Context: an optimization exercise on an open-source flow, tuned for small area. The choices shown serve that exercise and are no tape-out recipe. Function was checked by simulation only, so behaviour that the tests miss may differ from the original. No activity file was given, so power comes from the tool's default toggle rates.

run A:
==> flow/design.v (excerpt) <==
module Simple_Single_CPU
(
    clk_i,
    rst_n,
    imem_addr_o,
    imem_rdata_i,
    dmem_addr_o,
    dmem_wdata_o,
    dmem_we_o,
    dmem_re_o,
    dmem_rdata_i
);
Size: roughly 1,100 flip-flops, roughly 160 I/O pins, about 29,000 µm² of cells after synthesis.
make LEC_CHECK=0 CAP_MARGIN=20 CORE_MARGIN=2 CORE_UTILIZATION=25 CTS_BUF_LIST='sky130_fd_sc_hd__clkbuf_16 sky130_fd_sc_hd__clkbuf_8 sky130_fd_sc_hd__clkbuf_4' CTS_CLUSTER_DIAMETER=100 CTS_CLUSTER_SIZE=30 PLACE_DENSITY=0.45 SLEW_MARGIN=20 finish   # period 20.0 ns
run.sh (not shown) runs the stock make flow with config.mk's settings and CLKGATE_MAP_FILE= SYNTH_SCRIPT=/design/flow/synth_recipe.tcl, a recipe that flattens the netlist after the stock synthesis.
Run A | stages: all done | timing, DRC, antenna: all pass
#### Input delta (run B over run A)
# run A
export LEC_CHECK = 0
export CAP_MARGIN = 20
export CORE_MARGIN = 2
export CORE_UTILIZATION = 25
export CTS_BUF_LIST = sky130_fd_sc_hd__clkbuf_16 sky130_fd_sc_hd__clkbuf_8 sky130_fd_sc_hd__clkbuf_4
export CTS_CLUSTER_DIAMETER = 100
export CTS_CLUSTER_SIZE = 30
export PLACE_DENSITY = 0.45
export SLEW_MARGIN = 20
create_clock -name core_clock -period 20.0 [get_ports {clk_i}]
# run B
export LEC_CHECK = 0
export CAP_MARGIN = 20
export CORE_MARGIN = 2
export CORE_UTILIZATION = 25
export PLACE_DENSITY = 0.45
export SLEW_MARGIN = 20
create_clock -name core_clock -period 20.0 [get_ports {clk_i}]
==> flow/flow/run.sh (new file) <==
#!/bin/bash
# The standard ORFS flow (standard.sh), with three changes:
#  - synthesis maps logic with an area-only ABC script (flow/abc_area.script:
#    strash; dch; map -a), everything else in synthesis as standard;
#  - the port buffers that global placement inserts are buf_1 cells;
#  - clock tree synthesis clusters up to 30 sinks within 100 um.
# Each ORFS step writes its own log under orfs/logs/; make's output goes to
# synth.log and flow.log in this folder.
set -euo pipefail
HERE=$(pwd)
# ORFS scripts, with only the ABC area script replaced
rm -rf scripts_abc
cp -r "$FLOW_HOME/scripts" scripts_abc
cp flow/abc_area.script scripts_abc/abc_area.script
bash standard.sh ABC_AREA=1 "SCRIPTS_DIR=$HERE/scripts_abc" synth > synth.log 2>&1
bash standard.sh \
  "BUFFER_PORTS_ARGS=-buffer_cell sky130_fd_sc_hd__buf_1" \
  "CTS_ARGS=-sink_clustering_enable -repair_clock_nets -sink_clustering_size 30 -sink_clustering_max_diameter 100 -buf_list {sky130_fd_sc_hd__clkbuf_16 sky130_fd_sc_hd__clkbuf_8 sky130_fd_sc_hd__clkbuf_4}" \
  finish > flow.log 2>&1
==> flow/flow/abc_area.script (new file) <==
strash
dch
map -a
topo
==> flow/standard.sh (new file) <==
#!/bin/bash
# synth_recipe.tcl (not shown) runs the flow's synth.tcl, then flattens the netlist and writes it again
# the make line also repeats each setting of config.mk as NAME=value (left out here)
make -C /OpenROAD-flow-scripts/flow DESIGN_CONFIG=/design/flow/config.mk WORK_HOME=/design/flow/orfs CLKGATE_MAP_FILE= SYNTH_SCRIPT=/design/flow/synth_recipe.tcl "${@:-finish}"
removed: flow/run.sh
[summary]
- In run B, area of the core is lower than in run A.
- Taking run A as the reference point, the non-clock buffer count of run B falls by about 8%.
- Highest clock rate, run B vs run A: up by a few percent
- Run B vs. run A: multi-input gate area in the final layout fell 24%, via count fell 1,347, routed wire length fell 12%, total power fell 3.7%.
--- input diff run B..run C ---
# run B
export LEC_CHECK = 0
export CAP_MARGIN = 20
export CORE_MARGIN = 2
export CORE_UTILIZATION = 25
export PLACE_DENSITY = 0.45
export SLEW_MARGIN = 20
create_clock -name core_clock -period 20.0 [get_ports {clk_i}]
# run C
export LEC_CHECK = 0
export CAP_MARGIN = 20
export CORE_MARGIN = 2
export CORE_UTILIZATION = 25
export CTS_BUF_LIST = sky130_fd_sc_hd__clkbuf_16 sky130_fd_sc_hd__clkbuf_8 sky130_fd_sc_hd__clkbuf_4
export CTS_CLUSTER_DIAMETER = 100
export CTS_CLUSTER_SIZE = 34
export PLACE_DENSITY = 0.45
export SLEW_MARGIN = 20
create_clock -name core_clock -period 20.0 [get_ports {clk_i}]
==> flow/run.sh (new file) <==
#!/bin/bash
# synth_recipe.tcl (not shown) runs the flow's synth.tcl, then flattens the netlist and writes it again
# the make line also repeats each setting of config.mk as NAME=value (left out here)
make -C /OpenROAD-flow-scripts/flow DESIGN_CONFIG=/design/flow/config.mk WORK_HOME=/design/flow/orfs CLKGATE_MAP_FILE= SYNTH_SCRIPT=/design/flow/synth_recipe.tcl finish
removed: flow/flow/run.sh
removed: flow/flow/abc_area.script
removed: flow/standard.sh
### Flow results
On post-synthesis adder-cell area fraction, run C and run B are neck and neck.
Compared with run B, placement density in the core of run C is higher.
For tapcell count, dividing the value from run C by the value from run B gives 1.08.
What run C reported for synthesized cell count has to be multiplied by 0.944 to get the figure for run B.
Run C supports a lower top clock frequency than run B.
No stage failed in run C, and the final checks on the layout all came back clean.
Comparing run C and run B, the lower minimum clock period is on run B.
Run C vs run B — instance area at placement climbed by a little under 10%

Starting RTL as in the previous note.
Settings: LEC_CHECK=0, CAP_MARGIN=20, CORE_MARGIN=2, CORE_UTILIZATION=25, PLACE_DENSITY=0.45, SLEW_MARGIN=20; clock period 20.0 ns.
Stock flow here: none of the scripts above is used.
Rerun with:
Settings changed: ABC_AREA set to 1, CTS_BUF_LIST set to sky130_fd_sc_hd__clkbuf_4.
The new run completed with no timing, DRC or antenna violations.
Synthesized cell count increases by about 20%.
Sequential power stays flat.
Power fell by 7.0%.
Utilization shrinks by 0.15 points.
Combinational power came out lower by 20%.
Clock skew went up by 0.11 ns.
Sequential cell count does not change.
Hold slack gets worse by 0.079 ns.
Fmax rose by 3.2%.
Register-to-register slack hardly moves.
Worst setup slack is better by 0.33 ns.

what the ideal ports hide:
The flow's constraints put no driver on any port. The routed layouts listed below were extracted and timed again, unchanged, in two steps. Step 1 sets driving cells, clkbuf_16 on the clock port and buf_2 on the other inputs (assumed; they add their load-dependent delay and slew). Step 2 also shifts input and output timing later by t, the mid clock arrival at the registers, as if the neighbouring blocks saw the same clock. Slacks: ideal ports / drivers / drivers and shift; pairs: ideal ports / drivers.
| run | t, ns | setup slack, ns | worst hold slack (ns) | pins driven straight from the clock port |
|---|---|---|---|---|
| run A | 0.720 | 9.445 / 9.402 / 9.402 | 0.304 / 0.304 / 0.304 | 1 |
| run B | 0.661 | 9.690 / 9.689 / 9.028 | 0.322 / 0.322 / 0.322 | 1 |
| run C | 0.679 | 9.440 / 9.395 / 9.395 | 0.313 / 0.313 / 0.313 | 1 |
| the first run of note 2 | 0.722 | 9.454 / 9.411 / 9.411 | 0.314 / 0.314 / 0.314 | 1 |
| the second run of note 2 | 1.170 | 9.781 / 9.733 / 9.733 | 0.235 / 0.235 / 0.235 | 1 |
After both steps setup and hold are still met in every run listed. For run B, which loses most, drivers alone change the setup slack by -0.001 ns; drivers and shift together by -0.662 ns.
